Source: an optimization exercise on an open RTL-to-GDS flow (aim: small area, a short achievable clock period and few clock cycles per item). Production flows keep margins and buffers that such runs may drop.
RTL that was checked went through simulation tests only; none was proved equivalent to the original.

Design cordic, start of the top module:
module cordic (
    input  wire               clk,
    input  wire               rst_n,
    input  wire               start,
    input  wire signed [15:0] angle_in,
    output wire signed [15:0] cos_out,
    output wire signed [15:0] sin_out,
    output reg                done
);
Size: ~980 cells after synthesis, about 59 flip-flops, about 52 I/O pins, about 6100 sq um of cells after synthesis.
Settings: LEC_CHECK=0, ABC_AREA=1, CAP_MARGIN=20, CORE_MARGIN=2, CORE_UTILIZATION=45, CTS_BUF_LIST=sky130_fd_sc_hd__clkbuf_4, CTS_CLUSTER_SIZE=12, SETUP_SLACK_MARGIN=3.85, SLEW_MARGIN=20; clock period 7.0 ns.
run.sh (not shown) runs the stock make flow with config.mk's settings and CLKGATE_MAP_FILE= SYNTH_SCRIPT=/design/flow/synth_recipe.tcl, a recipe that flattens the netlist after the stock synthesis.
Testbench counts at the start, summed over its fixed seeds: cycles 24,008, items 1,600.
Next try:
==> flow/config.mk (replaced) <==
export PLATFORM = sky130hd
export DESIGN_NAME = cordic
export DESIGN_NICKNAME = cordic
export VERILOG_FILES = /design/flow/design.v
export SDC_FILE = /design/flow/constraint.sdc
export NUM_CORES = 4
export LEC_CHECK = 0
export CAP_MARGIN = 20
export CORE_MARGIN = 2
export CORE_UTILIZATION = 55
export SETUP_SLACK_MARGIN = 3.5
export SLEW_MARGIN = 20
What happened: Design area goes down by 5.1%; core utilization came out higher by 13 points; worst setup slack gets worse by 0.66 ns; count of clock-buffer cells in the layout climbs by 5; die area is lower by 22%; wire length shrinks by 14%; maximum frequency goes down by 18%.
Next try:
--- a/flow/config.mk
+++ b/flow/config.mk
@@ -7,2 +7,3 @@
 export LEC_CHECK = 0
+export ABC_AREA = 1
 export CAP_MARGIN = 20
The new run completed with no timing, DRC or antenna violations. Wire length rose by 16%. Via count rose by 27%. First-iteration DRC count rose by 140%.
Next try:
--- a/flow/config.mk
+++ b/flow/config.mk
@@ -10,4 +10,6 @@
 export CORE_MARGIN = 2
-export CORE_UTILIZATION = 55
-export SETUP_SLACK_MARGIN = 3.5
+export CORE_UTILIZATION = 45
+export CTS_BUF_LIST = sky130_fd_sc_hd__clkbuf_4
+export CTS_CLUSTER_SIZE = 20
+export SETUP_SLACK_MARGIN = 3.85
 export SLEW_MARGIN = 20
The new run completed without violations.
Core utilization shrinks by 9.6 points.
Fmax rises by 11%.
Via count drops by 1.2%.
Die area went up by 21%.
Next try:
--- a/flow/config.mk
+++ b/flow/config.mk
@@ -11,5 +11,4 @@
 export CORE_UTILIZATION = 45
-export CTS_BUF_LIST = sky130_fd_sc_hd__clkbuf_4
-export CTS_CLUSTER_SIZE = 20
-export SETUP_SLACK_MARGIN = 3.85
+export CTS_BUF_LIST = sky130_fd_sc_hd__clkbuf_4 sky130_fd_sc_hd__clkbuf_8
+export SETUP_SLACK_MARGIN = 3.7
 export SLEW_MARGIN = 20
The new run passed the timing, design-rule and antenna checks.
Non-clock buffer count went down by 7.
Via count went down by 1.7%.
Synthesized area does not change.
Next try:
--- a/flow/config.mk
+++ b/flow/config.mk
@@ -10,4 +10,3 @@
 export CORE_MARGIN = 2
-export CORE_UTILIZATION = 45
-export CTS_BUF_LIST = sky130_fd_sc_hd__clkbuf_4 sky130_fd_sc_hd__clkbuf_8
+export CORE_UTILIZATION = 55
 export SETUP_SLACK_MARGIN = 3.7
Outcome: Utilization grows by 12 points; routed wire length grows by about 3.4%; critical path depth grows by 4; worst setup slack improved by 0.080 ns; sequential share of layout area grows by 0.17 points; hold slack improved by 0.0035 ns.

---

orange:
Another version of the RTL of cordic (not shown whole).
Size: ~0.0064 mm2 of cells after synthesis.
Settings: LEC_CHECK=0, ABC_AREA=1, CAP_MARGIN=20, CORE_MARGIN=2, CORE_UTILIZATION=45, CTS_BUF_LIST=sky130_fd_sc_hd__clkbuf_4, CTS_CLUSTER_SIZE=20, SETUP_SLACK_MARGIN=3.75, SLEW_MARGIN=20; clock period 7.0 ns.
orange finished all stages; the layout is clean.
Here is what was changed in the inputs of green compared with orange.
# orange
export LEC_CHECK = 0
export ABC_AREA = 1
export CAP_MARGIN = 20
export CORE_MARGIN = 2
export CORE_UTILIZATION = 45
export CTS_BUF_LIST = sky130_fd_sc_hd__clkbuf_4
export CTS_CLUSTER_SIZE = 20
export SETUP_SLACK_MARGIN = 3.75
export SLEW_MARGIN = 20
create_clock -name core_clock -period 7.0 [get_ports {clk}]
# green
export LEC_CHECK = 0
export ABC_AREA = 1
export CAP_MARGIN = 20
export CORE_MARGIN = 2
export CORE_UTILIZATION = 45
export CTS_BUF_LIST = sky130_fd_sc_hd__clkbuf_4
export CTS_CLUSTER_SIZE = 20
export SETUP_SLACK_MARGIN = 3.85
export SLEW_MARGIN = 20
create_clock -name core_clock -period 7.0 [get_ports {clk}]
Results
green: all stages complete, timing, DRC and antenna checks passed
green -> orange: depth of the worst hold-timing path delta 0, exact match
In the final reports, the cell area of green is larger than that of orange.
Compared with orange, green shows a highest clock frequency the design can meet that is about 3% higher.
orange → green: transition time at the pin with the least slew margin now sits lower, multi-input logic portion of the cell area now sits lower, count of placed standard cells in the final layout, fillers left out now sits higher, layout cell share with drive strength beyond 1 now sits higher.
Met2 wire length (green vs. orange) increases slightly
Taking orange as the reference, in green smallest setup slack after layout up 91 ps; height of the chip ~0 delta.
No run of this note included a check of the RTL's function; only the layout flow was run.

==> port drivers added, routing unchanged <==
The results above use ideal ports. As a check the final layouts listed here were re-extracted and re-timed, cells and wires unchanged. Step 1: set_driving_cell puts a clkbuf_16 on clk and a buf_2 on each other input, an assumption about the parent block. Step 2 times the ports against the registers' clock, not the clock port: input delays grow and output delays shrink by t, the midpoint of the rising clock arrivals with the driver on. Slacks: no drivers / after step 1 / after step 2; pairs: no drivers / after step 1.
| run | t, ns | setup WS [ns] | hold WS [ns] | worst setup path at the end | latest minus earliest clock arrival (ns) |
|---|---|---|---|---|---|
| the first run of note 1 | 0.491 | 3.962 / 3.973 / 3.482 | 0.481 / 0.481 / 0.481 | input to register | 0.015 / 0.015 |
| the second run of note 1 | 0.378 | 3.298 / 3.298 / 2.996 | 0.478 / 0.478 / 0.478 | input to register | 0.011 / 0.011 |
| the third run of note 1 | 0.379 | 3.617 / 3.631 / 3.252 | 0.475 / 0.475 / 0.475 | input to register | 0.015 / 0.016 |
| the fourth run of note 1 | 0.491 | 3.962 / 3.973 / 3.482 | 0.481 / 0.481 / 0.481 | input to register | 0.015 / 0.015 |
| the fifth run of note 1 | 0.398 | 3.748 / 3.760 / 3.362 | 0.474 / 0.474 / 0.474 | input to register | 0.008 / 0.008 |
| the sixth run of note 1 | 0.390 | 3.829 / 3.829 / 3.531 | 0.477 / 0.477 / 0.477 | input to register | 0.009 / 0.010 |
| orange | 0.496 | 3.913 / 3.913 / 3.520 | 0.454 / 0.454 / 0.454 | input to register | 0.016 / 0.015 |
| green | 0.495 | 4.004 / 3.983 / 3.544 | 0.453 / 0.453 / 0.453 | input to register | 0.014 / 0.015 |
After both steps setup and hold are still met in every run listed.
